What follows belongs to an exercise in optimizing a design on an open flow for small area; a production flow would make more cautious choices.
At most, simulation tests tie the RTL to the original design; equivalence was not proved.
No functional check of the RTL was part of runs 1 to 6.
No driver is modelled on the clock port, so clocking that relies on it looks cheaper here than on a real chip.
Power figures rest on the tool's default switching activity, not on a simulated workload.

==> design.v <==
module sv_uart_rx
(
  input  logic        iclk          ,
  input  logic        irst          ,
  output logic  [7:0] m_axis_tdata  ,
  output logic        m_axis_tvalid ,
  input  logic        m_axis_tready ,
  input  logic [15:0] idivider      ,
  input  logic        irx
);
  logic  [2:0] metastab;
  logic  [4:0] frx;
  logic        true_rx;
  logic        dtrue_rx;
  logic        fall_rx;
  logic        ena;
  logic        eop;
  logic [15:0] cnt;
  logic  [3:0] cnt_pack;
  logic  [7:0] freg;
  logic        quarter;
  logic [15:0] cnt_inc;
  logic        clk_ena;
  always_ff @(posedge iclk) begin
    if (irst) begin
      metastab <= '0;
      frx      <= '0;
      true_rx  <= 1'b0;
      dtrue_rx <= 1'b0;
      fall_rx  <= 1'b0;
    end else begin
      metastab <= {metastab[1:0], irx};
      frx      <= {frx[3:0], metastab[2]};
      if (&frx)          true_rx <= 1'b1;
      else if (~|frx)    true_rx <= 1'b0;
      dtrue_rx <= true_rx;
      fall_rx  <= dtrue_rx & ~true_rx;
    end
  end
  assign quarter = (cnt_pack == 4'd0);
  assign cnt_inc = quarter ? {cnt[15:2] + 14'd1, cnt[1:0]} : cnt + 16'd1;
  assign clk_ena = ena && (cnt_inc[15:2] == idivider[15:2]) &&
                   (quarter || (cnt_inc[1:0] == idivider[1:0]));
  always_ff @(posedge iclk) begin
    if (irst)          ena <= 1'b0;
    else if (fall_rx)  ena <= 1'b1;
    else if (eop)      ena <= 1'b0;
    if (clk_ena || !ena)  cnt <= '0;
    else                  cnt <= cnt_inc;
    if (!ena)          cnt_pack <= '0;
    else if (clk_ena)  cnt_pack <= cnt_pack + 4'd1;
    eop <= (cnt_pack == 4'd8) && clk_ena;
    if (clk_ena)  freg <= {true_rx, freg[7:1]};
    if (irst)  m_axis_tvalid <= 1'b0;
    else       m_axis_tvalid <= eop && ena && m_axis_tready;
  end
  assign m_axis_tdata = freg;
endmodule
module sv_uart_tx
(
  input  logic        iclk          ,
  input  logic        irst          ,
  input  logic [23:0] s_axis_tdata  ,
  input  logic        s_axis_tvalid ,
  output logic        s_axis_tready ,
  input  logic [15:0] idivider      ,
  output logic        otx
);
  localparam logic [3:0] P_STOP  = 4'd0;    
  localparam logic [3:0] P_IDLE  = 4'd1;    
  localparam logic [3:0] P_EXTRA = 4'd4;    
  localparam logic [3:0] P_WAIT  = 4'd5;    
  localparam logic [3:0] P_SOP   = 4'd6;    
  localparam logic [3:0] P_START = 4'd7;    
  logic  [3:0] phase;
  logic  [1:0] byte_idx;
  logic [15:0] baud;
  logic [23:0] dat;      
  logic        timed;
  logic        bit_end;
  logic        dbit;
  assign s_axis_tready = (phase == P_IDLE);
  assign timed   = (phase == P_STOP) || (phase[3:1] == 3'b011) || phase[3];
  assign bit_end = timed && (baud == idivider);
  assign dbit    = dat[{byte_idx, phase[2:0]}];
  always_ff @(posedge iclk) begin
    if (timed && !bit_end)  baud <= baud + 16'd1;
    else                    baud <= '0;
    if (s_axis_tvalid && s_axis_tready)
      dat <= {s_axis_tdata[7:0], s_axis_tdata[15:8], s_axis_tdata[23:16]};
    if (s_axis_tvalid && s_axis_tready)  byte_idx <= 2'd0;
    else if (phase == P_STOP && bit_end) byte_idx <= byte_idx + 2'd1;
    if (irst)
      phase <= P_IDLE;
    else case (phase)
      P_IDLE  : if (s_axis_tvalid) phase <= P_EXTRA;
      P_EXTRA : phase <= P_WAIT;
      P_WAIT  : phase <= (byte_idx == 2'd3) ? P_IDLE : P_SOP;
      P_STOP  : if (bit_end) phase <= P_WAIT;
      default : if (bit_end) phase <= phase + 4'd1;    
    endcase
    if (irst)
      otx <= 1'b1;
    else
      otx <= !(phase == P_START || phase[3]) || (phase[3] && dbit);
  end
endmodule
module sv_uart_engine
#(
  parameter int DATA_WIDTH = 24
)
(
  input  logic                  iclk          ,
  input  logic                  irst          ,
  output logic [DATA_WIDTH-1:0] m_axis_tdata  ,
  output logic                  m_axis_tvalid ,
  input  logic                  m_axis_tready ,
  input  logic [DATA_WIDTH-1:0] s_axis_tdata  ,
  input  logic                  s_axis_tvalid ,
  output logic                  s_axis_tready ,
  input  logic           [15:0] idivider      ,
  output logic                  otx           ,
  input  logic                  irx
);
  logic [7:0] rx_data;
  sv_uart_rx rx__ (
    .iclk          (iclk          ),
    .irst          (irst          ),
    .m_axis_tdata  (rx_data       ),
    .m_axis_tvalid (m_axis_tvalid ),
    .m_axis_tready (m_axis_tready ),
    .idivider      (idivider      ),
    .irx           (irx           )
  );
  assign m_axis_tdata = {{(DATA_WIDTH-8){1'b0}}, rx_data};
  sv_uart_tx tx__ (
    .iclk          (iclk          ),
    .irst          (irst          ),
    .s_axis_tdata  (s_axis_tdata  ),
    .s_axis_tvalid (s_axis_tvalid ),
    .s_axis_tready (s_axis_tready ),
    .idivider      (idivider      ),
    .otx           (otx           )
  );
endmodule
==> run.sh <==
#!/bin/bash
# synth_recipe.tcl (not shown) runs the flow's synth.tcl, then flattens the netlist and writes it again
# the make line also repeats each setting of config.mk as NAME=value (left out here)
make -C /OpenROAD-flow-scripts/flow DESIGN_CONFIG=/design/flow/config.mk WORK_HOME=/design/flow/orfs CLKGATE_MAP_FILE= SYNTH_SCRIPT=/design/flow/synth_recipe.tcl finish
==> config.mk <==
export PLATFORM = sky130hd
export DESIGN_NAME = sv_uart_engine
export DESIGN_NICKNAME = sv_uart_engine
export VERILOG_FILES = /design/flow/design.v
export SDC_FILE = /design/flow/constraint.sdc
export NUM_CORES = 4
export LEC_CHECK = 0
export CAP_MARGIN = 20
export CORE_MARGIN = 2
export CORE_UTILIZATION = 40
export PLACE_DENSITY = 0.6
export SLEW_MARGIN = 20
==> constraint.sdc <==
create_clock -name core_clock -period 5.0 [get_ports {iclk}]
set_input_delay 1.0000 -clock core_clock [delete_from_list [all_inputs] [get_ports {iclk}]]
set_output_delay 1.0000 -clock core_clock [all_outputs]
set_load 0.01 [all_outputs]
==> impl_metrics.ini, run 1 <==
[worst_setup_path]
worstPathArrival_ns = 3.90
cp_num_buf_inv = 1
critPathTopFamily = simple AND/OR/NAND/NOR gates
start_kind = flip-flop
crit_chain = inv_1, ha_1, or3b_1, a211oi_1, xnor3_1, o21ai_0, nor4b_1, nand4_4, nand2_1, nor2_1
critical-path-slowest-cell = or3b_1
crit_fanout = 16
r2r_setup_slack_ns = 1.33
crit_required_ns = 5.23
path_class = flip-flop to flip-flop
worstSetupEndpointType = flip-flop
cpPeakStageDelay_ns = 0.68

[synth]
yosys_most_used_dff = dfxtp_1
avgSynthCellArea_um2 = 10.7
postSynthCellCount = 416
synth_common_cells = 57 x dfxtp_1, 49 x nor2_1, 34 x xor2_1
yosys.area.top_type = dfxtp_1
yosysMostFrequentCell = dfxtp_1
yosysWarnings = 2
netlist_area_um2 = 4450
synth_edf_count = 32
synth_cell_types = 55
ys_ff_latch = 89
yosysSeqAreaShare_pct = 47.2
synthArstFlopShare_pct = 0
synth_top_cells_by_area = dfxtp_1 26%, edfxtp_1 22%, xor2_1 6.7%
synth_top_cell_area_share_pct = 25.6

[timing]
setup-violations-final = 0
min_period_ns = 3.67
relSlewSlack_pct = 51.6
setup_tns_ns = 0
timing.hold.ws_ns = 0.444
clock_skew_ns = 0.00678
hold_violations = 0
fin_crit_sh_pct = 73.4
rsz0062_at_grt = false
tightest_slew_ns = 0.726
slew_viol_final = 0
max_freq_mhz = 273

[die]
start_util_pct = 41.0
pin_count = 72
core-area_um2 = 10800
dieArea_um2 = 12000
die_w_um = 109
die-height_um = 109
rows = 38

[clocking]
clockBufferDepth = 2
clk_latency_ns = 0.36
cts-root-buf = clkbuf_8
tritoncts = done
htree_levels = 3
ctsHoldBuffers = 0
cts_sinks = 89
cts_buffers = 9
cts_setup_buffers = 0
cts_resized = 0
path_clk_slew_ns = 0.09

[power_and_ir_drop]
power_frac_clock_pct = 31.5
p_seq_share_pct = 50.1
p_sw_uw = 481
pwr-share-comb_pct = 18.5
switching_share_pct = 27.4
p_leak_uw = 0.00186
power.density_nw_per_um2 = 332
p_int_uw = 1270
max-vdd-ir-drop_v = 0.000228

[final_layout]
antenna_cells = 0
fin_nets = 524
layout-drive-gt1-share_pct = 6.75
syn_to_final_growth_pct = 18.7
fill_cells = 1018

[detailed_routing]
drtPass1Iterations = 4
first_iter_violations = 168
via_per_inst = 5.03
routedWlPerCell_um = 14.2
routed_wl_um = 8740
drc = 0
ant_nets = 0
vias = 3091

[grt]
grt_pass1_vias = 3051
grt_antenna_before_repair = 0
grt_pass1_wl_um = 14800
grt_max_degree = 27
overflow = 0
grtUsageTotal_pct = 16.2

[place]
numPortBuffers = 55
dpl.hpwl_um = 6660
gp_congestion = 0.816

[outcome]
status = finished clean

[hold_path]
min_path_type = flip-flop to flip-flop

[run]
drv_cap = 0
[cell type report]
| type | count | area, um^2 | share of cell area, % |
|---|---|---|---|
| flip-flops and latches | 89 | 2100 | 39.8 |
| multi-input cells | 294 | 2150 | 40.7 |
| clock inverters | 7 | 100 | 1.90 |
| repair buffers | 57 | 566 | 10.7 |
| clock buffers | 9 | 124 | 2.35 |
| well taps | 140 | 175 | 3.32 |
| inverters | 18 | 67.6 | 1.28 |
[registers in the layout (all words and copies together), names as in the netlist]
| register | count |
|---|---|
| tx__.baud | 16 |
| rx__.freg | 8 |
| rx__.cnt_pack | 4 |
| rx__.ena | 1 |
| rx__.true_rx | 1 |
| tx__.byte_idx | 2 |
| rx__.frx | 5 |
| rx__.dtrue_rx | 1 |
| rx__.fall_rx | 1 |
| rx__.eop | 1 |
| rx__.cnt | 16 |
| tx__.phase | 4 |
| rx__.m_axis_tvalid | 1 |
| tx__.dat | 24 |
| rx__.metastab | 3 |
| tx__.otx | 1 |
[final timing paths]
| kind | start | end | cells past startpoint |
|---|---|---|---|
| max | rx__.cnt_pack[0] | rx__.cnt[12] | 10 |
| min | rx__.metastab[0] | rx__.metastab[1] | 1 |
| max reg2reg | rx__.cnt_pack[0] | rx__.cnt[12] | 10 |
| min reg2reg | rx__.metastab[0] | rx__.metastab[1] | 1 |
[routing by layer]
| metal | part of all wire (%) | vias to the layer above | global-route usage (%) | wire length [um] |
|---|---|---|---|---|
| li1 | - | 1545 | - | - |
| met1 | 45 | 1441 | 20.9 | 3950 |
| met2 | 48 | 89 | 26.5 | 4160 |
| met3 | 5.2 | 16 | 3.20 | 453 |
| met4 | 2.1 | 0 | 6.69 | 182 |
| met5 | 0 | - | 0 | 0 |
[placed cells by master (no fill, tap or decap), types with 3 or more instances in the layout]
| cell | n |
|---|---|
| nand2_1 | 19 |
| a21oi_1 | 10 |
| nand4_1 | 10 |
| nor4_1 | 5 |
| dfxtp_1 | 57 |
| and3_1 | 6 |
| edfxtp_1 | 32 |
| conb_1 | 16 |
| clkbuf_8 | 9 |
| xor2_1 | 34 |
| mux2i_1 | 11 |
| o21ai_0 | 6 |
| inv_1 | 18 |
| o2111ai_1 | 3 |
| a31oi_1 | 3 |
| nand3_1 | 13 |
| ha_1 | 10 |
| inv_6 | 3 |
| mux4_2 | 7 |
| xnor2_1 | 28 |
| clkdlybuf4s50_1 | 55 |
| a211oi_1 | 6 |
| or3_1 | 3 |
| nor2b_1 | 13 |
| nor3b_1 | 4 |
| nor2_1 | 49 |
[cell families (layout without fill, tap and decap cells)]
family	Yosys count	in the layout	share of synthesized area [%]
other	1	16	0.0843
adder cells (fa/ha/maj)	10	10	2.81
flip-flops	89	89	47.2
AO/OA/AOI/OAI	42	42	7.34
XOR/XNOR	64	64	13.2
buffers and inverters	48	91	5.79
AND/OR/NAND/NOR	143	143	17.2
multiplexers	19	19	6.27
[stage by stage]
step                instances  power [uW]  instance area [um^2]  util, %  setup slack [ns]
floorplan                 431        1120                  4510        -              1.80
global placement          598        1210                  5060     46.6              1.44
detailed placement        598        1220                  5060     46.6              1.36
CTS                       614        1780                  5280     48.7              1.32
global route              614        1850                  5280     48.7             0.964
finish                    614        1750                  5280     48.7              1.33
[power by group through the flow]
stage	combinational (uW)	sequential, uW	clock, uW
global route	361	891	602
global placement	319	895	0
detailed placement	324	899	0
CTS	326	882	572
floorplan	266	856	0
finish	324	878	552
==> run 2: changes to the inputs <==
--- a/design.v
+++ b/design.v
@@ -38,7 +38,14 @@
     end
   end
   assign quarter = (cnt_pack == 4'd0);
-  assign cnt_inc = quarter ? {cnt[15:2] + 14'd1, cnt[1:0]} : cnt + 16'd1;
+  logic [16:0] cy;
+  assign cy[0] = ~quarter;
+  assign cy[1] = cnt[0] & ~quarter;
+  assign cy[2] = quarter | (cnt[1] & cnt[0]);
+  for (genvar i = 2; i < 16; i++) begin : g_inc
+    assign cy[i+1] = cy[i] & cnt[i];
+  end
+  assign cnt_inc = cnt ^ cy[15:0];
   assign clk_ena = ena && (cnt_inc[15:2] == idivider[15:2]) &&
                    (quarter || (cnt_inc[1:0] == idivider[1:0]));
   always_ff @(posedge iclk) begin
@@ -79,12 +86,19 @@
   logic        timed;
   logic        bit_end;
   logic        dbit;
+  logic [16:0] cy;
+  logic [15:0] baud_inc;
+  assign cy[0] = 1'b1;
+  for (genvar i = 0; i < 16; i++) begin : g_inc
+    assign cy[i+1] = cy[i] & baud[i];
+  end
+  assign baud_inc = baud ^ cy[15:0];
   assign s_axis_tready = (phase == P_IDLE);
   assign timed   = (phase == P_STOP) || (phase[3:1] == 3'b011) || phase[3];
   assign bit_end = timed && (baud == idivider);
   assign dbit    = dat[{byte_idx, phase[2:0]}];
   always_ff @(posedge iclk) begin
-    if (timed && !bit_end)  baud <= baud + 16'd1;
+    if (timed && !bit_end)  baud <= baud_inc;
     else                    baud <= '0;
     if (s_axis_tvalid && s_axis_tready)
       dat <= {s_axis_tdata[7:0], s_axis_tdata[15:8], s_axis_tdata[23:16]};
--- a/config.mk
+++ b/config.mk
@@ -7,6 +7,9 @@
 export LEC_CHECK = 0
 export CAP_MARGIN = 20
 export CORE_MARGIN = 2
-export CORE_UTILIZATION = 40
-export PLACE_DENSITY = 0.6
+export CORE_UTILIZATION = 60
+export CTS_BUF_LIST = sky130_fd_sc_hd__clkbuf_4 sky130_fd_sc_hd__clkbuf_8
+export CTS_CLUSTER_DIAMETER = 60
+export CTS_CLUSTER_SIZE = 20
+export PLACE_DENSITY = 0.7
 export SLEW_MARGIN = 20
==> impl_metrics.ini, run 2 <==
[outcome]
status = finished clean

[synth]
synth_top_cells_by_area = dfxtp_1 28%, edfxtp_1 23%, ha_1 10%
synthArstFlopShare_pct = 0
postSynthCellCount = 339
yosysSeqAreaShare_pct = 51.3
ys_ff_latch = 89
synth_top_cell_area_share_pct = 27.9
synth_common_cells = 57 x dfxtp_1, 34 x ha_1, 33 x xor2_1
yosys.area.top_type = dfxtp_1
netlist_area_um2 = 4100
synth_cell_types = 45
avgSynthCellArea_um2 = 12.1
yosys_most_used_dff = dfxtp_1
yosysWarnings = 2
yosysMostFrequentCell = dfxtp_1
synth_edf_count = 32

[final_layout]
largest_reg_flops = 24
final_util_pct = 73.5
top_register = tx__.dat
fin_nets = 479
layout-drive-gt1-share_pct = 11.4
layout_common_cells = 55 x clkdlybuf4s50_1, 55 x dfxtp_1, 33 x xor2_1, 33 x ha_1, 32 x edfxtp_1
fill_cells = 472
antenna_cells = 0
syn_to_final_growth_pct = 19.9
register_area_um2 = 2100
final_cells = 485
multi_input_area_um2 = 1900
reg.largest.list = tx__.dat (24), rx__.cnt (16), tx__.baud (16)

[worst_setup_path]
crit_required_ns = 5.24
start_kind = flip-flop
path_class = flip-flop to flip-flop
crit_fanout = 4
worstPathArrival_ns = 5.03
worstSetupEndpointType = flip-flop

[timing]
setup_slack_ns = 0.210
tightest_slew_ns = 0.707
rsz0062_at_grt = true
max_freq_mhz = 209
clock_skew_ns = 0.00867
relSlewSlack_pct = 52.7
setup-violations-final = 0
timing.hold.ws_ns = 0.439
min_period_ns = 4.79
hold_violations = 0
slew_viol_final = 0
fin_crit_sh_pct = 95.8

[power_and_ir_drop]
power.density_nw_per_um2 = 353
power.total_uw = 1730
pwr-share-comb_pct = 19.8
p_sw_uw = 485
p_int_uw = 1250
p_seq_share_pct = 51.1
max-vdd-ir-drop_v = 0.000294
p_leak_uw = 0.00204
power_frac_clock_pct = 29.1
switching_share_pct = 28.0

[die]
rows = 30
dieArea_um2 = 7500
die-height_um = 86.6
core-area_um2 = 6680
die_w_um = 86.6
start_util_pct = 61.3
pin_count = 72

[clocking]
clockBufferDepth = 2
tritoncts = done
cts_sinks = 89
cts-root-buf = clkbuf_8
clk_latency_ns = 0.37
cts_buffers = 9
htree_levels = 3
path_clk_slew_ns = 0.09

[detailed_routing]
vias = 2519
drtPass1Iterations = 4
routed_wl_um = 6820
drc = 0
via_per_inst = 5.19
ant_nets = 0
routedWlPerCell_um = 14.1
first_iter_violations = 90

[grt]
grt_pass1_vias = 2462
overflow = 0
grt_antenna_before_repair = 0
grt_pass1_wl_um = 11300
grtUsageTotal_pct = 19.8
grt_max_degree = 27

[place]
pre_cts_ws_ns = 0.0503
gp_congestion = 0.866
numPortBuffers = 55
numPlacedInstances = 467
dpl.hpwl_um = 5020

[hold_path]
min_path_type = flip-flop to flip-flop

[run]
drv_cap = 0
-- run 2: changes by cell type in the layout (fill, tap and decap cells not counted), sizes merged, moves of 11 or more --
cell	delta
and2	+30
ha	+24
inv	-11
nand2	-12
nor2	-33
xnor2	-27
-- run 2: timing repair --
action                                 4_1_cts  5_1_grt
endpoints found under the hold margin        0        0
gates resized for setup                      0        7
hold buffers                                 0        0
setup endpoints to repair                    8       29
pin swaps                                    1        5
buffers inserted                             1        1
-- run 2: cells by family (layout without fill, tap and decap cells) --
| family | after synthesis | in the layout | share of synthesized area [%] |
|---|---|---|---|
| fa+ha+maj | 34 | 34 | 10.4 |
| mux | 12 | 12 | 4.89 |
| buf+inv | 32 | 83 | 4.64 |
| compound gates | 29 | 29 | 4.22 |
| other cells | 1 | 16 | 0.0915 |
| xor+xnor | 35 | 35 | 7.85 |
| flops | 89 | 89 | 51.3 |
| simple gates | 107 | 107 | 16.6 |
-- run 2: path summary, 6_finish.rpt --
kind	from	endpoint	slack [ns]	depth (start not counted)
worst max-delay path	rx__.cnt_pack[0]	rx__.cnt_pack[1]	0.21	22
worst min-delay path	rx__.true_rx	rx__.fall_rx	0.44	1
worst max register to register	rx__.cnt_pack[0]	rx__.cnt_pack[1]	0.21	22
worst min register to register	rx__.true_rx	rx__.fall_rx	0.44	1
-- run 2: layout make-up --
type / instances / area share (%)
clock buffers: 10 / 2.80
flip-flops and latches: 89 / 42.8
multi-input cells: 233 / 38.6
inverters: 9 / 0.688
clock inverters: 6 / 1.35
well taps: 80 / 2.04
repair buffers: 58 / 11.7
-- run 2: power by group through the flow --
| stage | Sequential [uW] | Combinational (uW) | Clock, uW |
|---|---|---|---|
| after floorplan | 868 | 282 | 0 |
| after global placement | 901 | 339 | 0 |
| after detailed placement | 903 | 343 | 0 |
| after CTS | 886 | 344 | 516 |
| after global routing | 896 | 384 | 543 |
| final | 884 | 343 | 504 |
-- run 2: per-layer routing --
layer | global-route usage, % | vias to the layer above | wire length (um)
met5 | 0 | - | 0
met4 | 5.97 | 0 | 95
met3 | 6.38 | 11 | 344
met2 | 30.7 | 58 | 3150
met1 | 26.8 | 1167 | 3220
li1 | - | 1283 | -
-- run 2: critical path, cell delays in order, from the launching register on --
cell and delay, ns:
dfxtp_2 0.36, inv_1 0.07, ha_1 0.21, or3b_4 0.24, nand2_1 0.05, ha_1 0.19, ha_1 0.20, ha_1 0.21
ha_1 0.20, ha_1 0.19, ha_1 0.19, ha_1 0.19, ha_1 0.20, ha_1 0.19, ha_1 0.19, ha_1 0.19
ha_1 0.32, xor2_1 0.18, nor4_2 0.29, nand4_1 0.22, buf_4 0.21, o31ai_2 0.27, a21oi_1 0.10
-- run 2: per-stage QoR --
| stage | instance area [um^2] | setup TNS (ns) |
|---|---|---|
| after floorplan | 4150 | 0 |
| after global placement | 4650 | 0 |
| after detailed placement | 4650 | 0 |
| after CTS | 4870 | 0 |
| after global routing | 4910 | -0.0693 |
| final | 4910 | 0 |
==> run 3: changes to the inputs <==
--- a/config.mk
+++ b/config.mk
@@ -8,8 +8,7 @@
 export CAP_MARGIN = 20
 export CORE_MARGIN = 2
 export CORE_UTILIZATION = 60
-export CTS_BUF_LIST = sky130_fd_sc_hd__clkbuf_4 sky130_fd_sc_hd__clkbuf_8
-export CTS_CLUSTER_DIAMETER = 60
-export CTS_CLUSTER_SIZE = 20
+export CTS_BUF_LIST = sky130_fd_sc_hd__clkbuf_8
+export CTS_CLUSTER_SIZE = 30
 export PLACE_DENSITY = 0.7
 export SLEW_MARGIN = 20
==> impl_metrics.ini, run 3 <==
[outcome]
status = finished clean

[power_and_ir_drop]
p_int_uw = 1250
p_seq_share_pct = 51.1
p_leak_uw = 0.00204
p_sw_uw = 485
switching_share_pct = 28.0
power.total_uw = 1730
max-vdd-ir-drop_v = 0.000294
power.density_nw_per_um2 = 353
pwr-share-comb_pct = 19.8
power_frac_clock_pct = 29.1

[timing]
min_period_ns = 4.79
timing.hold.ws_ns = 0.439
setup_slack_ns = 0.210
slew_viol_final = 0
fin_crit_sh_pct = 95.8
clock_skew_ns = 0.00867
setup-violations-final = 0
hold_violations = 0
rsz0062_at_grt = true
relSlewSlack_pct = 52.7
max_freq_mhz = 209
tightest_slew_ns = 0.707

[synth]
synth_edf_count = 32
synthArstFlopShare_pct = 0
netlist_area_um2 = 4100
postSynthCellCount = 339
yosys.area.top_type = dfxtp_1
yosysWarnings = 2
synth_common_cells = 57 x dfxtp_1, 34 x ha_1, 33 x xor2_1
yosys_most_used_dff = dfxtp_1
yosysMostFrequentCell = dfxtp_1
avgSynthCellArea_um2 = 12.1
yosysSeqAreaShare_pct = 51.3
synth_top_cells_by_area = dfxtp_1 28%, edfxtp_1 23%, ha_1 10%
synth_top_cell_area_share_pct = 27.9
ys_ff_latch = 89
synth_cell_types = 45

[final_layout]
layout_common_cells = 55 x clkdlybuf4s50_1, 55 x dfxtp_1, 33 x xor2_1, 33 x ha_1, 32 x edfxtp_1
antenna_cells = 0
layout-drive-gt1-share_pct = 11.4
largest_reg_flops = 24
fill_cells = 472
reg.largest.list = tx__.dat (24), rx__.cnt (16), tx__.baud (16)
fin_nets = 479
syn_to_final_growth_pct = 19.9
final_util_pct = 73.5
design_area_um2 = 4910
top_register = tx__.dat

[die]
start_util_pct = 61.3
die-height_um = 86.6
die_w_um = 86.6
dieArea_um2 = 7500
rows = 30
pin_count = 72
core-area_um2 = 6680

[detailed_routing]
routed_wl_um = 6820
drc = 0
via_per_inst = 5.19
routedWlPerCell_um = 14.1
first_iter_violations = 90
wl_met3_um = 344
drtPass1Iterations = 4
wl_met1_um = 3220
routed.top_layer = met4
ant_nets = 0
routed-wl-met2_um = 3150
vias = 2519

[place]
placed_area_um2 = 4650
pre_cts_ws_ns = 0.0503
dpl.hpwl_um = 5020
gp_congestion = 0.866
numPortBuffers = 55

[clocking]
htree_levels = 3
cts_buffers = 9
clockBufferDepth = 2
tritoncts = done
clk_latency_ns = 0.37
cts-root-buf = clkbuf_8
cts_sinks = 89
ctsHoldBuffers = 0
path_clk_slew_ns = 0.09

[grt]
grt_pass1_vias = 2462
grt_max_degree = 27
overflow = 0
grt_pass1_wl_um = 11300
grt_antenna_before_repair = 0
grtUsageTotal_pct = 19.8

[worst_setup_path]
cp-startpoint = rx__.cnt_pack[0]
crit-reg2reg-launch = rx__.cnt_pack[0]
reg2reg_depth = 22
crit_fanout = 4
path_class = flip-flop to flip-flop
crit_required_ns = 5.24
worstPathArrival_ns = 5.03
start_kind = flip-flop
worstSetupEndpointType = flip-flop

[hold_path]
min_path_cells = 1
min_from = rx__.true_rx
min_path_type = flip-flop to flip-flop

[run]
drv_cap = 0
==> run 3: cell counts in the layout (fill, tap and decap cells not counted) <==
No cell type changed its count.
==> run 3: per-stage QoR <==
step / instances / TNS [ns]
6_report: 485 / 0
5_1_grt: 485 / -0.0693
4_1_cts: 484 / 0
3_5_place_dp: 467 / 0
3_3_place_gp: 467 / 0
2_1_floorplan: 354 / 0
==> run 3: power groups by stage <==
| stage | clock, uW | sequential [uW] | combinational [uW] |
|---|---|---|---|
| after CTS | 516 | 886 | 344 |
| final | 504 | 884 | 343 |
| after floorplan | 0 | 868 | 282 |
| after global routing | 543 | 896 | 384 |
| after global placement | 0 | 901 | 339 |
| after detailed placement | 0 | 903 | 343 |
==> run 3: final timing paths <==
kind	endpoint	slack [ns]
worst min-delay path	rx__.fall_rx	0.44
worst min register to register	rx__.fall_rx	0.44
worst max-delay path	rx__.cnt_pack[1]	0.21
worst max register to register	rx__.cnt_pack[1]	0.21
==> run 3: logic make-up (layout without fill, tap and decap cells) <==
group                    count (synthesis)  count (layout)  synth area share [%]
XOR/XNOR                                35              35                  7.85
flip-flops                              89              89                  51.3
other                                    1              16                0.0915
AO/OA/AOI/OAI                           29              29                  4.22
AND/OR/NAND/NOR                        107             107                  16.6
adder cells (fa/ha/maj)                 34              34                  10.4
buffers and inverters                   32              83                  4.64
multiplexers                            12              12                  4.89
==> run 3: repair_timing <==
action                     in CTS  in global routing
buffers inserted                1                  1
pin swaps                       1                  5
setup endpoints to repair       8                 29
cloned                          0                  0
resized for setup               0                  7
==> run 3: layout make-up <==
type / count / area (um^2) / area share (%)
Timing Repair Buffer: 58 / 573 / 11.7
Clock buffer: 10 / 138 / 2.80
Multi-Input combinational cell: 233 / 1900 / 38.6
Tap cell: 80 / 100 / 2.04
Clock inverter: 6 / 66.3 / 1.35
Sequential cell: 89 / 2100 / 42.8
Inverter: 9 / 33.8 / 0.688
==> run 3: critical path, stage by stage, from the launching register on <==
cell     delay, ns
dfxtp_2       0.36
inv_1         0.07
ha_1          0.21
or3b_4        0.24
nand2_1       0.05
ha_1          0.19
ha_1          0.20
ha_1          0.21
ha_1          0.20
ha_1          0.19
ha_1          0.19
ha_1          0.19
ha_1          0.20
ha_1          0.19
ha_1          0.19
ha_1          0.19
ha_1          0.32
xor2_1        0.18
nor4_2        0.29
nand4_1       0.22
buf_4         0.21
o31ai_2       0.27
a21oi_1       0.10
==> run 3: layer usage <==
metal,global-route usage [%],up-vias
met4,5.97,0
met3,6.38,11
met5,0,-
met1,26.8,1167
met2,30.7,58
li1,-,1283
==> run 4: changes to the inputs <==
--- a/design.v
+++ b/design.v
@@ -15,11 +15,11 @@
   logic        fall_rx;
   logic        ena;
   logic        eop;
-  logic [15:0] cnt;
+  logic [15:0] ncnt;
   logic  [3:0] cnt_pack;
   logic  [7:0] freg;
   logic        quarter;
-  logic [15:0] cnt_inc;
+  logic [15:0] ncnt_inc;
   logic        clk_ena;
   always_ff @(posedge iclk) begin
     if (irst) begin
@@ -40,20 +40,20 @@
   assign quarter = (cnt_pack == 4'd0);
   logic [16:0] cy;
   assign cy[0] = ~quarter;
-  assign cy[1] = cnt[0] & ~quarter;
-  assign cy[2] = quarter | (cnt[1] & cnt[0]);
+  assign cy[1] = ~quarter & ncnt[0];
+  assign cy[2] = quarter | (ncnt[1] & ncnt[0]);
   for (genvar i = 2; i < 16; i++) begin : g_inc
-    assign cy[i+1] = cy[i] & cnt[i];
+    assign cy[i+1] = cy[i] & ncnt[i];
   end
-  assign cnt_inc = cnt ^ cy[15:0];
-  assign clk_ena = ena && (cnt_inc[15:2] == idivider[15:2]) &&
-                   (quarter || (cnt_inc[1:0] == idivider[1:0]));
+  assign ncnt_inc = ncnt ^ cy[15:0];
+  assign clk_ena  = ena && (&ncnt[15:3]) &&
+                    (quarter ? !ncnt[2] : (ncnt[2:0] == 3'b110));
   always_ff @(posedge iclk) begin
     if (irst)          ena <= 1'b0;
     else if (fall_rx)  ena <= 1'b1;
     else if (eop)      ena <= 1'b0;
-    if (clk_ena || !ena)  cnt <= '0;
-    else                  cnt <= cnt_inc;
+    if (clk_ena || !ena)  ncnt <= ~idivider;
+    else                  ncnt <= ncnt_inc;
     if (!ena)          cnt_pack <= '0;
     else if (clk_ena)  cnt_pack <= cnt_pack + 4'd1;
     eop <= (cnt_pack == 4'd8) && clk_ena;
@@ -81,25 +81,25 @@
   localparam logic [3:0] P_START = 4'd7;    
   logic  [3:0] phase;
   logic  [1:0] byte_idx;
-  logic [15:0] baud;
+  logic [15:0] nbaud;
   logic [23:0] dat;      
   logic        timed;
   logic        bit_end;
   logic        dbit;
-  logic [16:0] cy;
-  logic [15:0] baud_inc;
+  logic [16:0] cy;         
+  logic [15:0] nbaud_inc;
   assign cy[0] = 1'b1;
   for (genvar i = 0; i < 16; i++) begin : g_inc
-    assign cy[i+1] = cy[i] & baud[i];
+    assign cy[i+1] = cy[i] & nbaud[i];
   end
-  assign baud_inc = baud ^ cy[15:0];
+  assign nbaud_inc = nbaud ^ cy[15:0];
   assign s_axis_tready = (phase == P_IDLE);
   assign timed   = (phase == P_STOP) || (phase[3:1] == 3'b011) || phase[3];
-  assign bit_end = timed && (baud == idivider);
+  assign bit_end = timed && cy[16];
   assign dbit    = dat[{byte_idx, phase[2:0]}];
   always_ff @(posedge iclk) begin
-    if (timed && !bit_end)  baud <= baud_inc;
-    else                    baud <= '0;
+    if (timed && !bit_end)  nbaud <= nbaud_inc;
+    else                    nbaud <= ~idivider;
     if (s_axis_tvalid && s_axis_tready)
       dat <= {s_axis_tdata[7:0], s_axis_tdata[15:8], s_axis_tdata[23:16]};
     if (s_axis_tvalid && s_axis_tready)  byte_idx <= 2'd0;
--- a/config.mk
+++ b/config.mk
@@ -7,8 +7,6 @@
 export LEC_CHECK = 0
 export CAP_MARGIN = 20
 export CORE_MARGIN = 2
-export CORE_UTILIZATION = 60
-export CTS_BUF_LIST = sky130_fd_sc_hd__clkbuf_8
-export CTS_CLUSTER_SIZE = 30
-export PLACE_DENSITY = 0.7
+export CORE_UTILIZATION = 50
+export PLACE_DENSITY = 0.65
 export SLEW_MARGIN = 20
==> impl_metrics.ini, run 4 <==
[detailed_routing]
ant_nets = 0
drtPass1Iterations = 5
routed_wl_um = 6660
vias = 2562
routedWlPerCell_um = 13.5
first_iter_violations = 96
drc = 0
via_per_inst = 5.19

[worst_setup_path]
cp-startpoint = tx__.nbaud[0]
r2r_setup_slack_ns = 0.79
crit_required_ns = 5.27
crit_chain = ha_1, ha_1, ha_1, ha_1, ha_1, ha_1, ha_1, ha_1, ha_1, ha_1, ha_1, ha_1, ha_1, ha_1, ha_1, a21oi_2, buf_4, nand2_1, o21ai_0
cpPeakStageDelay_ns = 0.41
worstSetupEndpointType = flip-flop
critical-path-slowest-cell = a21oi_2
worstPathArrival_ns = 4.48
crit_fanout = 18
cp_num_buf_inv = 1
crit-reg2reg-launch = tx__.nbaud[0]
path_class = flip-flop to flip-flop
cpMostUsedCell = ha_1
critPathTopFamily = adder cells
r2r-end = tx__.nbaud[7]
start_kind = flip-flop
reg2reg_depth = 19

[synth]
synth_top_cell_area_share_pct = 29.4
synthMuxAreaShare_pct = 5.13
synth-simple-area-share_pct = 10.2
synth_compound_area_share_pct = 12.3
synth_cell_types = 48
synth_xor_area_share_pct = 0.903
yosysWarnings = 2
yosysMostFrequentCell = dfxtp_1
yosys_most_used_dff = dfxtp_1
postSynthCellCount = 335
ys_ff_latch = 89
avgSynthCellArea_um2 = 11.6
yosysSeqAreaShare_pct = 54.2
netlist_area_um2 = 3880
synthAdderAreaFrac_pct = 11.3
synth_top_family_by_area = compound AO/OA/AOI/OAI gates
synth_common_cells = 57 x dfxtp_1, 35 x ha_1, 32 x edfxtp_1, 32 x o21ai_0, 19 x nand2_1
synth_edf_count = 32
yosys.area.top_type = dfxtp_1
synth_top_cells_by_area = dfxtp_1 29%, edfxtp_1 25%, ha_1 11%
synthArstFlopShare_pct = 0

[timing]
max_freq_mhz = 237
clock_skew_ns = 0.00964
min_period_ns = 4.21
setup-violations-final = 0
slew_viol_final = 0
hold_violations = 0
tightest_slew_ns = 0.822
setup_tns_ns = 0
relSlewSlack_pct = 45.2
rsz0062_at_grt = false
fin_crit_sh_pct = 84.2

[clocking]
path_clk_slew_ns = 0.08
tritoncts = done
cts_buffers = 9
cts_sinks = 89
clockBufferDepth = 2
cts-root-buf = clkbuf_8
ctsHoldBuffers = 0
clk_latency_ns = 0.34
htree_levels = 3
cts_setup_buffers = 0
cts_resized = 0

[final_layout]
fill_cells = 631
antenna_cells = 0
final_util_pct = 61.3
multi_input_area_um2 = 1610
final_common_cell = dfxtp_1
layout-drive-gt1-share_pct = 6.63
layout_common_cells = 57 x dfxtp_1, 55 x clkdlybuf4s50_1, 35 x ha_1
largest_reg_flops = 24
fin_nets = 467
final_cells = 494
top_register = tx__.dat
syn_to_final_growth_pct = 20.3
reg.largest.list = tx__.dat (24), rx__.ncnt (16), tx__.nbaud (16)
register_area_um2 = 2100

[die]
rows = 32
core-area_um2 = 7610
dieArea_um2 = 8480
die-height_um = 92.1
pin_count = 72
start_util_pct = 51.0
die_w_um = 92.1

[hold_path]
holdPathEnd = rx__.fall_rx
min_path_cells = 1
min_from = rx__.true_rx
min_path_type = flip-flop to flip-flop

[grt]
grt_pass1_wl_um = 11300
grt_max_degree = 27
grt_antenna_before_repair = 0
overflow = 0
grt_pass1_vias = 2426
grtUsageTotal_pct = 17.0

[power_and_ir_drop]
p_sw_uw = 574
pwr-share-comb_pct = 25.6
p_int_uw = 1400
power_frac_clock_pct = 25.6
power.density_nw_per_um2 = 423
p_leak_uw = 0.00181
p_seq_share_pct = 48.8
max-vdd-ir-drop_v = 0.000294
power.total_uw = 1970
switching_share_pct = 29.1

[place]
gp_congestion = 0.830
numPortBuffers = 55
dpl.hpwl_um = 4710
numPlacedInstances = 478

[run]
drv_cap = 0

[outcome]
status = finished clean
[run 4: how the worst max path moves through the flow]
stage / cells after the start / endpoint
after global placement: 18 / tx__.nbaud[14]
after floorplan: 19 / tx__.nbaud[15]
final: 19 / tx__.nbaud[7]
after detailed placement: 18 / tx__.nbaud[10]
after global routing: 19 / tx__.nbaud[12]
after CTS: 18 / tx__.nbaud[15]
[run 4: metrics by stage]
step,cell area [um^2],setup WS (ns),hold slack (ns)
floorplan,3940,1.14,0.408
global placement,4450,0.862,0.420
detailed placement,4460,0.772,0.430
CTS,4660,0.752,0.437
global route,4670,0.434,0.464
finish,4670,0.788,0.437
[run 4: power by group through the flow]
stage               clock network (uW)  registers (uW)  logic (uW)
floorplan                            0             940         403
global placement                     0             979         493
detailed placement                   0             981         503
CTS                                526             965         507
global route                       556             982         578
finish                             505             963         505
[run 4: logic make-up (layout without fill, tap and decap cells)]
group	Yosys count	after routing
compound gates	77	77
buf+inv	43	85
other cells	1	16
mux	16	16
simple gates	70	70
xor+xnor	4	4
fa+ha+maj	35	35
flops	89	89
[run 4: final cells by class]
type | count | share of cell area (%)
clock buffer | 14 | 3.73
sequential | 89 | 45.1
timing repair buffer | 58 | 12.3
multi-input combinational | 218 | 34.6
inverter | 11 | 0.885
tap | 102 | 2.74
clock inverter | 2 | 0.751
[run 4: layer usage]
layer	global-route usage, %	share of wire [%]	up-vias
met2	26.3	44	67
met1	23.5	49	1187
met3	5.09	5.4	9
li1	-	-	1299
met5	0	0	-
met4	4.48	1.2	0
==> run 5: changes to the inputs <==
==> flow/run.sh (new file) <==
#!/bin/bash
# Standard ORFS layout with the smallest buffer on each port and a clock
# tree of small buffers without dummy loads. make's output goes to
# make_flow.log here; ORFS writes each step's log under orfs/logs.
set -euo pipefail
export BUFFER_PORTS_ARGS="-buffer_cell sky130_fd_sc_hd__buf_1"
export CTS_ARGS="-sink_clustering_enable -repair_clock_nets -dont_use_dummy_load -buf_list \"sky130_fd_sc_hd__clkbuf_4 sky130_fd_sc_hd__clkbuf_8\""
bash standard.sh > make_flow.log 2>&1
==> standard.sh (new file) <==
#!/bin/bash
# synth_recipe.tcl (not shown) runs the flow's synth.tcl, then flattens the netlist and writes it again
# the make line also repeats each setting of config.mk as NAME=value (left out here)
make -C /OpenROAD-flow-scripts/flow DESIGN_CONFIG=/design/flow/config.mk WORK_HOME=/design/flow/orfs CLKGATE_MAP_FILE= SYNTH_SCRIPT=/design/flow/synth_recipe.tcl "${@:-finish}"
removed: run.sh
==> impl_metrics.ini, run 5 <==
[outcome]
status = finished clean

[die]
core-area_um2 = 7610
dieArea_um2 = 8480
start_util_pct = 51.0
pin_count = 72
die-height_um = 92.1
rows = 32
die_w_um = 92.1

[detailed_routing]
via_per_inst = 5.19
vias = 2521
drtPass1Iterations = 4
drc = 0
ant_nets = 0
first_iter_violations = 123
routedWlPerCell_um = 13.3
routed_wl_um = 6460

[grt]
use_met2_pct = 24.6
grt_max_degree = 32
use_met1_pct = 22.8
grt_pass1_vias = 2402
grt_antenna_before_repair = 0
overflow = 0
grt_util_met3_pct = 3.04
grt_pass1_wl_um = 10900
busiest_layer = met2
grtUsageTotal_pct = 16.5

[synth]
yosysMostFrequentCell = dfxtp_1
postSynthCellCount = 335
yosysSeqAreaShare_pct = 54.2
synthArstFlopShare_pct = 0
synth_cell_types = 48
netlist_area_um2 = 3880
synth_top_cell_area_share_pct = 29.4
yosys.area.top_type = dfxtp_1
yosysWarnings = 2
synth_edf_count = 32
ys_ff_latch = 89
synth_common_cells = 57 x dfxtp_1, 35 x ha_1, 32 x edfxtp_1, 32 x o21ai_0, 19 x nand2_1
synth_top_cells_by_area = dfxtp_1 29%, edfxtp_1 25%, ha_1 11%
yosys_most_used_dff = dfxtp_1
avgSynthCellArea_um2 = 11.6

[final_layout]
design_area_um2 = 4230
fin_nets = 466
antenna_cells = 0
top_register = tx__.dat
layout-drive-gt1-share_pct = 5.21
syn_to_final_growth_pct = 8.90
layout_common_cells = 57 x dfxtp_1, 55 x buf_1, 35 x ha_1
reg.largest.list = tx__.dat (24), rx__.ncnt (16), tx__.nbaud (16)
final_common_cell = dfxtp_1
largest_reg_flops = 24

[place]
numPortBuffers = 55
gp_congestion = 0.790
placed_area_um2 = 4100
dpl.hpwl_um = 4670

[timing]
hold_violations = 0
timing.hold.ws_ns = 0.445
max_freq_mhz = 253
setup-violations-final = 0
fin_crit_sh_pct = 79.0
relSlewSlack_pct = 49.7
rsz0062_at_grt = false
tightest_slew_ns = 0.753
min_period_ns = 3.95
setup_tns_ns = 0
slew_viol_final = 0
clock_skew_ns = 0.0137

[clocking]
path_clk_slew_ns = 0.08
tritoncts = done
cts_setup_buffers = 0
cts-root-buf = clkbuf_8
htree_levels = 3
cts_buffers = 9
cts_resized = 0
clockBufferDepth = 2
cts_sinks = 89
ctsHoldBuffers = 0
clk_latency_ns = 0.35

[hold_path]
min_path_type = flip-flop to flip-flop

[worst_setup_path]
crit_fanout = 31
crit_required_ns = 5.27
path_class = flip-flop to flip-flop
worstPathArrival_ns = 4.22
worstSetupEndpointType = flip-flop
start_kind = flip-flop

[power_and_ir_drop]
p_leak_uw = 0.00162
max-vdd-ir-drop_v = 0.000200
power.total_uw = 1800
power.density_nw_per_um2 = 425

[run]
drv_cap = 0
-- run 5: changes by cell type in the layout (fill, tap and decap cells not counted), sizes merged --
cell / previous run / this run
buf: 3 / 57
clkinv: 1 / 0
clkdlybuf4s50: 55 / 0
bufinv: 1 / 0
clkbuf: 14 / 9
-- run 5: cells by family (layout without fill, tap and decap cells) --
group / count (synthesis) / in the layout / synth area share [%]
fa+ha+maj: 35 / 35 / 11.3
other cells: 1 / 16 / 0.0967
xor+xnor: 4 / 4 / 0.903
simple gates: 70 / 70 / 10.2
flops: 89 / 89 / 54.2
compound gates: 77 / 77 / 12.3
buf+inv: 43 / 77 / 5.93
mux: 16 / 16 / 5.13
-- run 5: where the power goes --
| part | total, uW | internal [uW] | switching [uW] |
|---|---|---|---|
| sequential | 982 | 891 | 90.3 |
| combinational | 444 | 197 | 247 |
| clock | 371 | 161 | 210 |
| total | 1800 | 1250 | 548 |
-- run 5: path summary, 6_finish.rpt --
check | from | to | slack [ns] | cells after the start
hold / removal | rx__.metastab[0] | rx__.metastab[1] | 0.44 | 1
setup reg to reg | tx__.nbaud[0] | tx__.nbaud[0] | 1.05 | 18
hold reg to reg | rx__.metastab[0] | rx__.metastab[1] | 0.44 | 1
setup / recovery | tx__.nbaud[0] | tx__.nbaud[0] | 1.05 | 18
-- run 5: through the flow --
stage | instances | setup slack [ns] | util [%]
after floorplan | 350 | 1.14 | -
after global placement | 477 | 1.12 | 53.9
after detailed placement | 477 | 1.04 | 53.9
after CTS | 486 | 1.02 | 55.5
after global routing | 486 | 0.802 | 55.5
final | 486 | 1.05 | 55.5
-- run 5: area by class of cell --
cell class | instances | area, um^2
Timing Repair Buffer | 57 | 221
Multi-Input combinational cell | 218 | 1610
Sequential cell | 89 | 2100
Fill cell | 694 | 3380
Clock buffer | 9 | 124
Inverter | 11 | 41.3
Tap cell | 102 | 128
-- run 5: per-layer routing --
metal / up-vias / share of wire (%)
li1: 1292 / -
met1: 1163 / 49
met2: 58 / 45
met3: 8 / 5.1
met4: 0 / 1.7
met5: - / 0
-- run 5: critical path, cell delays in order (launching register included) --
cell and delay, ns:
dfxtp_1 0.31, ha_1 0.20, ha_1 0.20, ha_1 0.19, ha_1 0.21, ha_1 0.21
ha_1 0.20, ha_1 0.19, ha_1 0.20, ha_1 0.19, ha_1 0.19, ha_1 0.19
ha_1 0.19, ha_1 0.19, ha_1 0.19, ha_1 0.22, a21oi_2 0.11, buf_4 0.27
mux2i_1 0.21
==> run 6: changes to the inputs <==
==> flow/run.sh (replaced) <==
#!/bin/bash
# Standard ORFS layout with the smallest buffer on each port and a clock
# tree of small buffers without dummy loads. make's output goes to
# make_flow.log here; ORFS writes each step's log under orfs/logs.
set -euo pipefail
export BUFFER_PORTS_ARGS="-buffer_cell sky130_fd_sc_hd__buf_1"
export CTS_ARGS="-sink_clustering_enable -repair_clock_nets -dont_use_dummy_load -buf_list sky130_fd_sc_hd__clkbuf_4 -root_buf sky130_fd_sc_hd__clkbuf_8 -sink_clustering_size 10"
bash standard.sh > make_flow.log 2>&1
==> impl_metrics.ini, run 6 <==
[clocking]
cts_buffers = 9
cts-root-buf = clkbuf_8
cts_setup_buffers = 0
htree_levels = 3
cts_sinks = 89
tritoncts = done
clockBufferDepth = 2
ctsHoldBuffers = 0
path_clk_slew_ns = 0.08
clk_latency_ns = 0.35
cts_resized = 0

[final_layout]
syn_to_final_growth_pct = 8.90
top_register = tx__.dat
final_util_pct = 55.5
layout-drive-gt1-share_pct = 5.21
layout_common_cells = 57 x dfxtp_1, 55 x buf_1, 35 x ha_1
fill_cells = 694
final_common_cell = dfxtp_1
largest_reg_flops = 24
fin_nets = 466
reg.largest.list = tx__.dat (24), rx__.ncnt (16), tx__.nbaud (16)
antenna_cells = 0

[synth]
avgSynthCellArea_um2 = 11.6
yosysWarnings = 2
synth_edf_count = 32
ys_ff_latch = 89
synth_top_cell_area_share_pct = 29.4
yosys.area.top_type = dfxtp_1
synth_cell_types = 48
synth_top_cells_by_area = dfxtp_1 29%, edfxtp_1 25%, ha_1 11%
synthArstFlopShare_pct = 0
postSynthCellCount = 335
yosysSeqAreaShare_pct = 54.2
yosysMostFrequentCell = dfxtp_1
synth_common_cells = 57 x dfxtp_1, 35 x ha_1, 32 x edfxtp_1, 32 x o21ai_0, 19 x nand2_1
netlist_area_um2 = 3880
yosys_most_used_dff = dfxtp_1

[timing]
tightest_slew_ns = 0.753
slew_viol_final = 0
hold_violations = 0
rsz0062_at_grt = false
max_freq_mhz = 253
min_period_ns = 3.95
fin_crit_sh_pct = 79.0
relSlewSlack_pct = 49.7
setup-violations-final = 0
setup_tns_ns = 0
clock_skew_ns = 0.0137

[die]
pin_count = 72
core-area_um2 = 7610
die_w_um = 92.1
rows = 32
die-height_um = 92.1
start_util_pct = 51.0
dieArea_um2 = 8480

[power_and_ir_drop]
power_frac_clock_pct = 20.7
power.density_nw_per_um2 = 425
pwr-share-comb_pct = 24.7
switching_share_pct = 30.5
max-vdd-ir-drop_v = 0.000200
p_sw_uw = 548
p_int_uw = 1250
p_seq_share_pct = 54.6
p_leak_uw = 0.00162

[worst_setup_path]
crit_required_ns = 5.27
path_class = flip-flop to flip-flop
start_kind = flip-flop
worstPathArrival_ns = 4.22
crit_fanout = 31
worstSetupEndpointType = flip-flop

[grt]
grt_antenna_before_repair = 0
grtUsageTotal_pct = 16.5
overflow = 0
grt_max_degree = 32
grt_pass1_wl_um = 10900
grt_pass1_vias = 2402

[detailed_routing]
routed_wl_um = 6460
routedWlPerCell_um = 13.3
via_per_inst = 5.19
first_iter_violations = 123
ant_nets = 0
drc = 0
vias = 2521
drtPass1Iterations = 4

[outcome]
status = finished clean

[place]
numPortBuffers = 55
dpl.hpwl_um = 4670
gp_congestion = 0.790

[run]
drv_cap = 0

[hold_path]
min_path_type = flip-flop to flip-flop
==> run 6: cell counts in the layout (fill, tap and decap cells not counted) <==
No cell type changed its count.
==> run 6: cell families after synthesis <==
group / Yosys count / share of synthesized area (%)
flops: 89 / 54.2
compound gates: 77 / 12.3
simple gates: 70 / 10.2
buf+inv: 43 / 5.93
fa+ha+maj: 35 / 11.3
mux: 16 / 5.13
xor+xnor: 4 / 0.903
other cells: 1 / 0.0967
==> run 6: final cells by class <==
| type | count | area (um^2) | share of cell area, % |
|---|---|---|---|
| Inverter | 11 | 41.3 | 0.977 |
| Clock buffer | 9 | 124 | 2.93 |
| Tap cell | 102 | 128 | 3.02 |
| Multi-Input combinational cell | 218 | 1610 | 38.1 |
| Timing Repair Buffer | 57 | 221 | 5.24 |
| Sequential cell | 89 | 2100 | 49.7 |
==> run 6: worst max-delay path: stages, from the launching register on <==
cell and delay [ns]:
dfxtp_1 0.31, ha_1 0.20, ha_1 0.20, ha_1 0.19, ha_1 0.21, ha_1 0.21
ha_1 0.20, ha_1 0.19, ha_1 0.20, ha_1 0.19, ha_1 0.19, ha_1 0.19
ha_1 0.19, ha_1 0.19, ha_1 0.19, ha_1 0.22, a21oi_2 0.11, buf_4 0.27
mux2i_1 0.21
==> run 6: worst paths after layout <==
check                                       from                to  slack (ns)  depth (start not counted)
worst max-delay path               tx__.nbaud[0]     tx__.nbaud[0]        1.05                         18
worst min-delay path            rx__.metastab[0]  rx__.metastab[1]        0.44                          1
worst max register to register     tx__.nbaud[0]     tx__.nbaud[0]        1.05                         18
worst min register to register  rx__.metastab[0]  rx__.metastab[1]        0.44                          1
==> run 6: layer usage <==
metal | wire length [um] | GRT usage (%) | vias to the layer above
met5 | 0 | 0 | -
met4 | 111 | 8.83 | 0
met3 | 331 | 3.04 | 8
met2 | 2880 | 24.6 | 58
met1 | 3140 | 22.8 | 1163
li1 | - | - | 1292
==> run 6: per-stage QoR <==
step | std cells | power (uW) | setup slack (ns) | hold WS [ns] | instance area [um^2]
floorplan | 350 | 1340 | 1.14 | 0.408 | 3940
global placement | 477 | 1430 | 1.12 | 0.420 | 4100
detailed placement | 477 | 1450 | 1.04 | 0.426 | 4100
CTS | 486 | 1820 | 1.02 | 0.451 | 4220
global route | 486 | 1930 | 0.802 | 0.460 | 4230
finish | 486 | 1800 | 1.05 | 0.445 | 4230
==> run 6: power by group through the flow <==
stage | Sequential [uW] | Clock, uW | Combinational, uW
2_1_floorplan | 940 | 0 | 403
3_3_place_gp | 997 | 0 | 436
3_5_place_dp | 999 | 0 | 447
4_1_cts | 983 | 387 | 447
5_1_grt | 999 | 412 | 515
6_report | 982 | 371 | 444
==> run 7: changes to the inputs <==
--- a/design.v
+++ b/design.v
@@ -75,7 +75,8 @@
 );
   localparam logic [3:0] P_STOP  = 4'd0;    
   localparam logic [3:0] P_IDLE  = 4'd1;    
-  localparam logic [3:0] P_EXTRA = 4'd4;    
+  localparam logic [3:0] P_PRE0  = 4'd3;    
+  localparam logic [3:0] P_PRE1  = 4'd4;    
   localparam logic [3:0] P_WAIT  = 4'd5;    
   localparam logic [3:0] P_SOP   = 4'd6;    
   localparam logic [3:0] P_START = 4'd7;    
@@ -107,17 +108,15 @@
     if (irst)
       phase <= P_IDLE;
     else case (phase)
-      P_IDLE  : if (s_axis_tvalid) phase <= P_EXTRA;
-      P_EXTRA : phase <= P_WAIT;
-      P_WAIT  : phase <= (byte_idx == 2'd3) ? P_IDLE : P_SOP;
-      P_STOP  : if (bit_end) phase <= P_WAIT;
+      P_IDLE  : if (s_axis_tvalid) phase <= P_PRE0;
+      P_PRE0  : phase <= P_PRE1;
+      P_PRE1  : phase <= P_WAIT;
+      P_WAIT  : phase <= P_SOP;
+      P_STOP  : if (bit_end) phase <= (byte_idx == 2'd2) ? P_IDLE : P_WAIT;
       default : if (bit_end) phase <= phase + 4'd1;    
     endcase
-    if (irst)
-      otx <= 1'b1;
-    else
-      otx <= !(phase == P_START || phase[3]) || (phase[3] && dbit);
   end
+  assign otx = !(phase == P_START || phase[3]) || (phase[3] && dbit);
 endmodule
 module sv_uart_engine
 #(
==> flow/run.sh (replaced) <==
#!/bin/bash
# Standard ORFS layout, with three changes: every port gets the smallest
# buffer, logic cells start at their smallest drive strength (flow/downsize.tcl,
# before floorplanning; the repair steps size up what needs it), and the
# clock tree is built without dummy loads. make's output goes to
# make_flow.log here; ORFS writes each step's log under orfs/logs.
set -euo pipefail
here=$(pwd)
export BUFFER_PORTS_ARGS="-buffer_cell sky130_fd_sc_hd__buf_1"
export CTS_ARGS="-sink_clustering_enable -repair_clock_nets -dont_use_dummy_load -buf_list sky130_fd_sc_hd__clkbuf_8"
export PRE_FLOORPLAN_TCL="$here/flow/downsize.tcl"
bash standard.sh > make_flow.log 2>&1
==> flow/downsize.tcl (new file) <==
# Sourced before floorplanning: give every logic cell the smallest drive
# strength of its function. Registers keep their cells. Later repair steps
# size up whatever slew, capacitance or timing needs.
set db [ord::get_db]
set dont_use {}
if { [info exists ::env(DONT_USE_CELLS)] } { set dont_use $::env(DONT_USE_CELLS) }
proc ds_usable { name dont_use } {
  foreach pat $dont_use { if { [string match $pat $name] } { return 0 } }
  return 1
}
set n 0
foreach inst [[ord::get_db_block] getInsts] {
  set m [$inst getMaster]
  set name [$m getName]
  if { ![regexp {^(sky130_fd_sc_hd__[a-z0-9]+)_([0-9]+)$} $name -> base drv] } { continue }
  if { [regexp {__(df|edf|sdf|sedf|dl|conb|tap|fill|decap)} $base] } { continue }
  set best $m
  set best_area [expr { [$m getWidth] * [$m getHeight] }]
  foreach s {0 1 2 3 4 6 8 12 16} {
    set c [$db findMaster ${base}_$s]
    if { $c eq "NULL" || $c eq "" } { continue }
    if { ![ds_usable ${base}_$s $dont_use] } { continue }
    set a [expr { [$c getWidth] * [$c getHeight] }]
    if { $a < $best_area } { set best $c; set best_area $a }
  }
  if { $best ne $m } { $inst swapMaster $best; incr n }
}
puts "downsize: $n cells swapped to a smaller drive strength"
==> impl_metrics.ini, run 7 <==
[final_layout]
layout_common_cells = 56 x dfxtp_1, 55 x buf_1, 35 x ha_1
layout-drive-gt1-share_pct = 4.51
largest_reg_flops = 24
antenna_cells = 0
fin_nets = 459
top_register = tx__.dat
reg.largest.list = tx__.dat (24), rx__.ncnt (16), tx__.nbaud (16)
final_common_cell = dfxtp_1

[worst_setup_path]
crit-reg2reg-launch = tx__.nbaud[0]
start_kind = flip-flop
r2r-end = tx__.phase[0]
crit_required_ns = 5.23
r2r_setup_slack_ns = 0.84
path_class = flip-flop to flip-flop
critical-path-slowest-cell = or3_1
crit_fanout = 5
worstPathArrival_ns = 4.38
worstSetupEndpointType = flip-flop
reg2reg_depth = 19
cpPeakStageDelay_ns = 0.34
crit_chain = ha_1, ha_1, ha_1, ha_1, ha_1, ha_1, ha_1, ha_1, ha_1, ha_1, ha_1, ha_1, ha_1, ha_1, ha_1, o31ai_1, a2bb2oi_1, o311a_1, or3_1
cpMostUsedCell = ha_1

[timing]
timing.hold.ws_ns = 0.436
hold_violations = 0
fin_crit_sh_pct = 83.1
clock_skew_ns = 0.0206
max_freq_mhz = 241
slew_viol_final = 0
rsz0062_at_grt = false
setup_tns_ns = 0
setup-violations-final = 0
relSlewSlack_pct = 36.6
tightest_slew_ns = 0.942
min_period_ns = 4.16

[clocking]
path_clk_slew_ns = 0.08
cts-root-buf = clkbuf_8
cts_buffers = 9
tritoncts = done
cts_resized = 0
clockBufferDepth = 2
cts_sinks = 88
cts_setup_buffers = 0
ctsHoldBuffers = 0
htree_levels = 3
clk_latency_ns = 0.35

[grt]
grt_pass1_vias = 2231
grt_antenna_before_repair = 0
grtUsageTotal_pct = 14.7
grt_pass1_wl_um = 9490
grt_max_degree = 30
overflow = 0

[die]
rows = 31
die_w_um = 89.7
start_util_pct = 51.2
dieArea_um2 = 8050
core-area_um2 = 7180
die-height_um = 89.7
pin_count = 72

[power_and_ir_drop]
p_leak_uw = 0.00167
max-vdd-ir-drop_v = 0.000197
power.density_nw_per_um2 = 401

[detailed_routing]
first_iter_violations = 114
drc = 0
drtPass1Iterations = 4
via_per_inst = 4.95
routed_wl_um = 5690
routedWlPerCell_um = 12.0
vias = 2355
ant_nets = 0

[synth]
postSynthCellCount = 324
yosysWarnings = 2

[place]
gp_congestion = 0.807
numPortBuffers = 55
dpl.hpwl_um = 4190

[hold_path]
min_path_cells = 1
min_from = rx__.metastab[1]
holdPathEnd = rx__.metastab[2]
min_path_type = flip-flop to flip-flop

[outcome]
status = finished clean

[run]
drv_cap = 0
-- run 7: stage by stage --
stage               total power, uW  instance area [um^2]  util [%]  instances  setup slack, ns
finish                         1640                  4100      57.2        476            0.845
global route                   1750                  4100      57.2        476            0.611
CTS                            1660                  4090      57.1        476            0.822
detailed placement             1300                  3970      55.3        467            0.848
global placement               1290                  3970      55.3        467            0.900
floorplan                      1210                  3730         -        339            0.893
-- run 7: worst max path at each step --
| stage | start | to | slack, ns | cells past startpoint |
|---|---|---|---|---|
| global placement | tx__.nbaud[0] | tx__.phase[0] | 0.90 | 19 |
| finish | tx__.nbaud[0] | tx__.phase[0] | 0.84 | 19 |
| floorplan | tx__.nbaud[0] | tx__.nbaud[15] | 0.89 | 19 |
| global route | tx__.nbaud[0] | tx__.phase[0] | 0.61 | 19 |
| detailed placement | tx__.nbaud[0] | tx__.phase[0] | 0.85 | 19 |
| CTS | tx__.nbaud[0] | tx__.phase[0] | 0.82 | 19 |
-- run 7: final cells by class --
class | count | area, um^2
clock buffer | 9 | 124
sequential | 88 | 2080
tap | 99 | 124
multi-input combinational | 210 | 1510
fill | 648 | 3070
inverter | 14 | 52.6
timing repair buffer | 56 | 214
-- run 7: critical path, delay by kind of cell, from the launching register on --
| family | cells | cell delay [ns] |
|---|---|---|
| flops | 1 | 0.32 |
| compound gates | 3 | 0.39 |
| simple gates | 1 | 0.34 |
| fa+ha+maj | 15 | 2.99 |
-- run 7: metal layers --
| metal | vias up | share of wire (%) | global-route usage, % |
|---|---|---|---|
| met5 | - | 0 | 0 |
| met4 | 0 | 2.8 | 7.82 |
| met3 | 13 | 5.0 | 3.60 |
| met2 | 63 | 44 | 22.8 |
| met1 | 1061 | 48 | 19.0 |
| li1 | 1218 | - | - |
-- run 7: power by group --
| group | switching (uW) | total [uW] | leakage [uW] | internal, uW |
|---|---|---|---|---|
| clock | 207 | 368 | 0.0000647 | 161 |
| combinational | 191 | 345 | 0.000824 | 155 |
| sequential | 66.7 | 932 | 0.000778 | 865 |
| total | 464 | 1640 | 0.00167 | 1180 |
==> run 8: changes to the inputs <==
==> flow/run.sh (replaced) <==
#!/bin/bash
# Standard ORFS layout, with these changes: every port gets the smallest
# buffer; logic cells start at their smallest drive strength (flow/downsize.tcl,
# before floorplanning; the repair steps size up what needs it); one tie cell
# drives all constant outputs; the clock tree is built from clkbuf_8, and leaves with at most 12 sinks get clkbuf_4 (flow/cts_leaves.tcl),
# without dummy loads. make's output goes to make_flow.log here; ORFS writes
# each step's log under orfs/logs.
set -euo pipefail
here=$(pwd)
export BUFFER_PORTS_ARGS="-buffer_cell sky130_fd_sc_hd__buf_1"
export CTS_ARGS="-sink_clustering_enable -repair_clock_nets -dont_use_dummy_load -buf_list sky130_fd_sc_hd__clkbuf_8"
export PRE_FLOORPLAN_TCL="$here/flow/downsize.tcl"
export SKIP_REPAIR_TIE_FANOUT=1
export POST_CTS_TCL="$here/flow/cts_leaves.tcl"
bash standard.sh > make_flow.log 2>&1
==> flow/cts_leaves.tcl (new file) <==
set db [ord::get_db]
set small [$db findMaster sky130_fd_sc_hd__clkbuf_4]
set n 0
foreach inst [[ord::get_db_block] getInsts] {
  if { [[$inst getMaster] getName] ne "sky130_fd_sc_hd__clkbuf_8" } { continue }
  set out [$inst findITerm X]
  if { $out eq "NULL" } { continue }
  set net [$out getNet]
  if { $net eq "NULL" } { continue }
  set sinks 0
  set leaf 1
  foreach it [$net getITerms] {
    if { [$it isOutputSignal] } { continue }
    incr sinks
    if { [string match "*clkbuf*" [[[$it getInst] getMaster] getName]] } { set leaf 0 }
  }
  if { $leaf && $sinks <= 12 } { $inst swapMaster $small; incr n }
}
puts "cts_leaves: $n leaf clock buffers swapped to clkbuf_4"
detailed_placement
==> impl_metrics.ini, run 8 <==
[timing]
slew_viol_final = 0
min_period_ns = 4.25
fin_crit_sh_pct = 84.9
setup_tns_ns = 0
rsz0062_at_grt = false
tightest_slew_ns = 0.944
clock_skew_ns = 0.0325
relSlewSlack_pct = 36.5
setup-violations-final = 0
max_freq_mhz = 235
hold_violations = 0

[worst_setup_path]
crit_fanout = 5
worstSetupEndpointType = flip-flop
start_kind = flip-flop
crit_required_ns = 5.23
worstPathArrival_ns = 4.48
path_class = flip-flop to flip-flop

[clocking]
path_clk_slew_ns = 0.12
cts_sinks = 88
tritoncts = done
clk_latency_ns = 0.36

[synth]
yosysWarnings = 2
postSynthCellCount = 324

[place]
dpl.hpwl_um = 4120
gp_congestion = 0.738
numPortBuffers = 55

[power_and_ir_drop]
power_frac_clock_pct = 19.3
p_sw_uw = 462
power.density_nw_per_um2 = 396
switching_share_pct = 29.2
power.total_uw = 1580
pwr-share-comb_pct = 22.0
p_seq_share_pct = 58.7
p_leak_uw = 0.00160
max-vdd-ir-drop_v = 0.000259
p_int_uw = 1120

[detailed_routing]
drtPass1Iterations = 4
drc = 0
routed_wl_um = 5770
via_per_inst = 4.97
first_iter_violations = 133
ant_nets = 0
vias = 2291
routedWlPerCell_um = 12.5

[hold_path]
min_path_type = flip-flop to flip-flop

[final_layout]
layout_common_cells = 56 x dfxtp_1, 55 x buf_1, 35 x ha_1
fin_nets = 444
final_common_cell = dfxtp_1
antenna_cells = 0
layout-drive-gt1-share_pct = 4.70
fill_cells = 649
top_register = tx__.dat
reg.largest.list = tx__.dat (24), rx__.ncnt (16), tx__.nbaud (16)
largest_reg_flops = 24

[die]
rows = 31
dieArea_um2 = 8050
start_util_pct = 51.2
die-height_um = 89.7
die_w_um = 89.7
pin_count = 72
core-area_um2 = 7180

[grt]
grt_pass1_vias = 2238
overflow = 0
grt_pass1_wl_um = 9950
grt_antenna_before_repair = 0
grt_max_degree = 30
grtUsageTotal_pct = 15.5

[run]
drv_cap = 0

[outcome]
status = finished clean
run 8: worst max-delay path, cell delays in order (launching register included):
cell and delay [ns]:
dfxtp_1 0.34, ha_1 0.20, ha_1 0.20, ha_1 0.20, ha_1 0.20, ha_1 0.20, ha_1 0.20, ha_1 0.19
ha_1 0.20, ha_1 0.20, ha_1 0.21, ha_1 0.20, ha_1 0.20, ha_1 0.20, ha_1 0.20, ha_1 0.24
o31ai_1 0.08, a2bb2oi_1 0.17, o311a_1 0.14, or3_1 0.34
run 8: layer usage:
layer / part of all wire [%] / wire length [um] / up-vias / global-route usage (%)
met3: 4.9 / 280 / 8 / 5.45
met5: 0 / 0 / - / 0
met4: 1.8 / 104 / 0 / 6.54
met2: 44 / 2530 / 45 / 23.5
li1: - / - / 1198 / -
met1: 49 / 2850 / 1040 / 20.3
run 8: final timing paths:
check,depth (start not counted),slack [ns],to,from
hold reg to reg,0,0.44,rx__.freg[6],rx__.freg[7]
setup reg to reg,19,0.75,tx__.phase[0],tx__.nbaud[0]
setup / recovery,19,0.75,tx__.phase[0],tx__.nbaud[0]
hold / removal,0,0.44,rx__.freg[6],rx__.freg[7]
run 8: cell type report:
class / instances / area, um^2 / area share, %
well taps: 99 / 124 / 3.09
clock buffers: 9 / 80.1 / 2.00
multi-input cells: 195 / 1450 / 36.2
repair buffers: 56 / 214 / 5.35
inverters: 14 / 52.6 / 1.31
flip-flops and latches: 88 / 2080 / 52.0
run 8: metrics by stage:
| stage | utilization, % | cells | hold WS (ns) | instance area [um^2] | setup slack (ns) |
|---|---|---|---|---|---|
| 2_1_floorplan | - | 324 | 0.408 | 3670 | 0.893 |
| 3_3_place_gp | 54.5 | 452 | 0.419 | 3910 | 0.895 |
| 3_5_place_dp | 54.5 | 452 | 0.428 | 3910 | 0.788 |
| 5_1_grt | 55.8 | 461 | 0.447 | 4000 | 0.593 |
| 6_report | 55.8 | 461 | 0.435 | 4000 | 0.753 |
run 8: power groups by stage:
stage               clock, uW  combinational, uW  sequential (uW)
finish                    305                348              930
global route              352                404              945
detailed placement          0                352              949
global placement            0                343              948
floorplan                   0                300              909

==> separate check: timing with driven ports <==
In the flow no input, the clock included, has a driving cell. The finished layouts below were timed again as built, in two steps. Step 1 assumes that a clkbuf_16 drives the clock port and a buf_2 every other input. Step 2 moves the port delays by t, midway between the first and last clock arrival at a register: inputs arrive t later, outputs are due t later. That takes back most of the time a late clock gives input paths. Three values: ideal, step 1, step 2; two values: the first two.
| run | t, ns | setup slack, ns | clock arrival spread, ns | worst slew at a driven data input, ns |
|---|---|---|---|---|
| run 1 | 0.388 | 1.330 / 1.330 / 1.330 | 0.008 / 0.009 | 0.04 |
| run 2 | 0.396 | 0.210 / 0.210 / 0.210 | 0.009 / 0.009 | 0.04 |
| run 3 | 0.396 | 0.210 / 0.210 / 0.210 | 0.009 / 0.009 | 0.04 |
| run 4 | 0.368 | 0.788 / 0.788 / 0.788 | 0.010 / 0.009 | 0.04 |
| run 5 | 0.374 | 1.050 / 1.050 / 1.050 | 0.013 / 0.014 | 0.04 |
| run 6 | 0.374 | 1.050 / 1.050 / 1.050 | 0.013 / 0.014 | 0.04 |
| run 7 | 0.365 | 0.845 / 0.845 / 0.845 | 0.021 / 0.021 | 0.04 |
| run 8 | 0.378 | 0.753 / 0.753 / 0.753 | 0.033 / 0.032 | 0.04 |
After both steps every run listed still meets setup and hold.
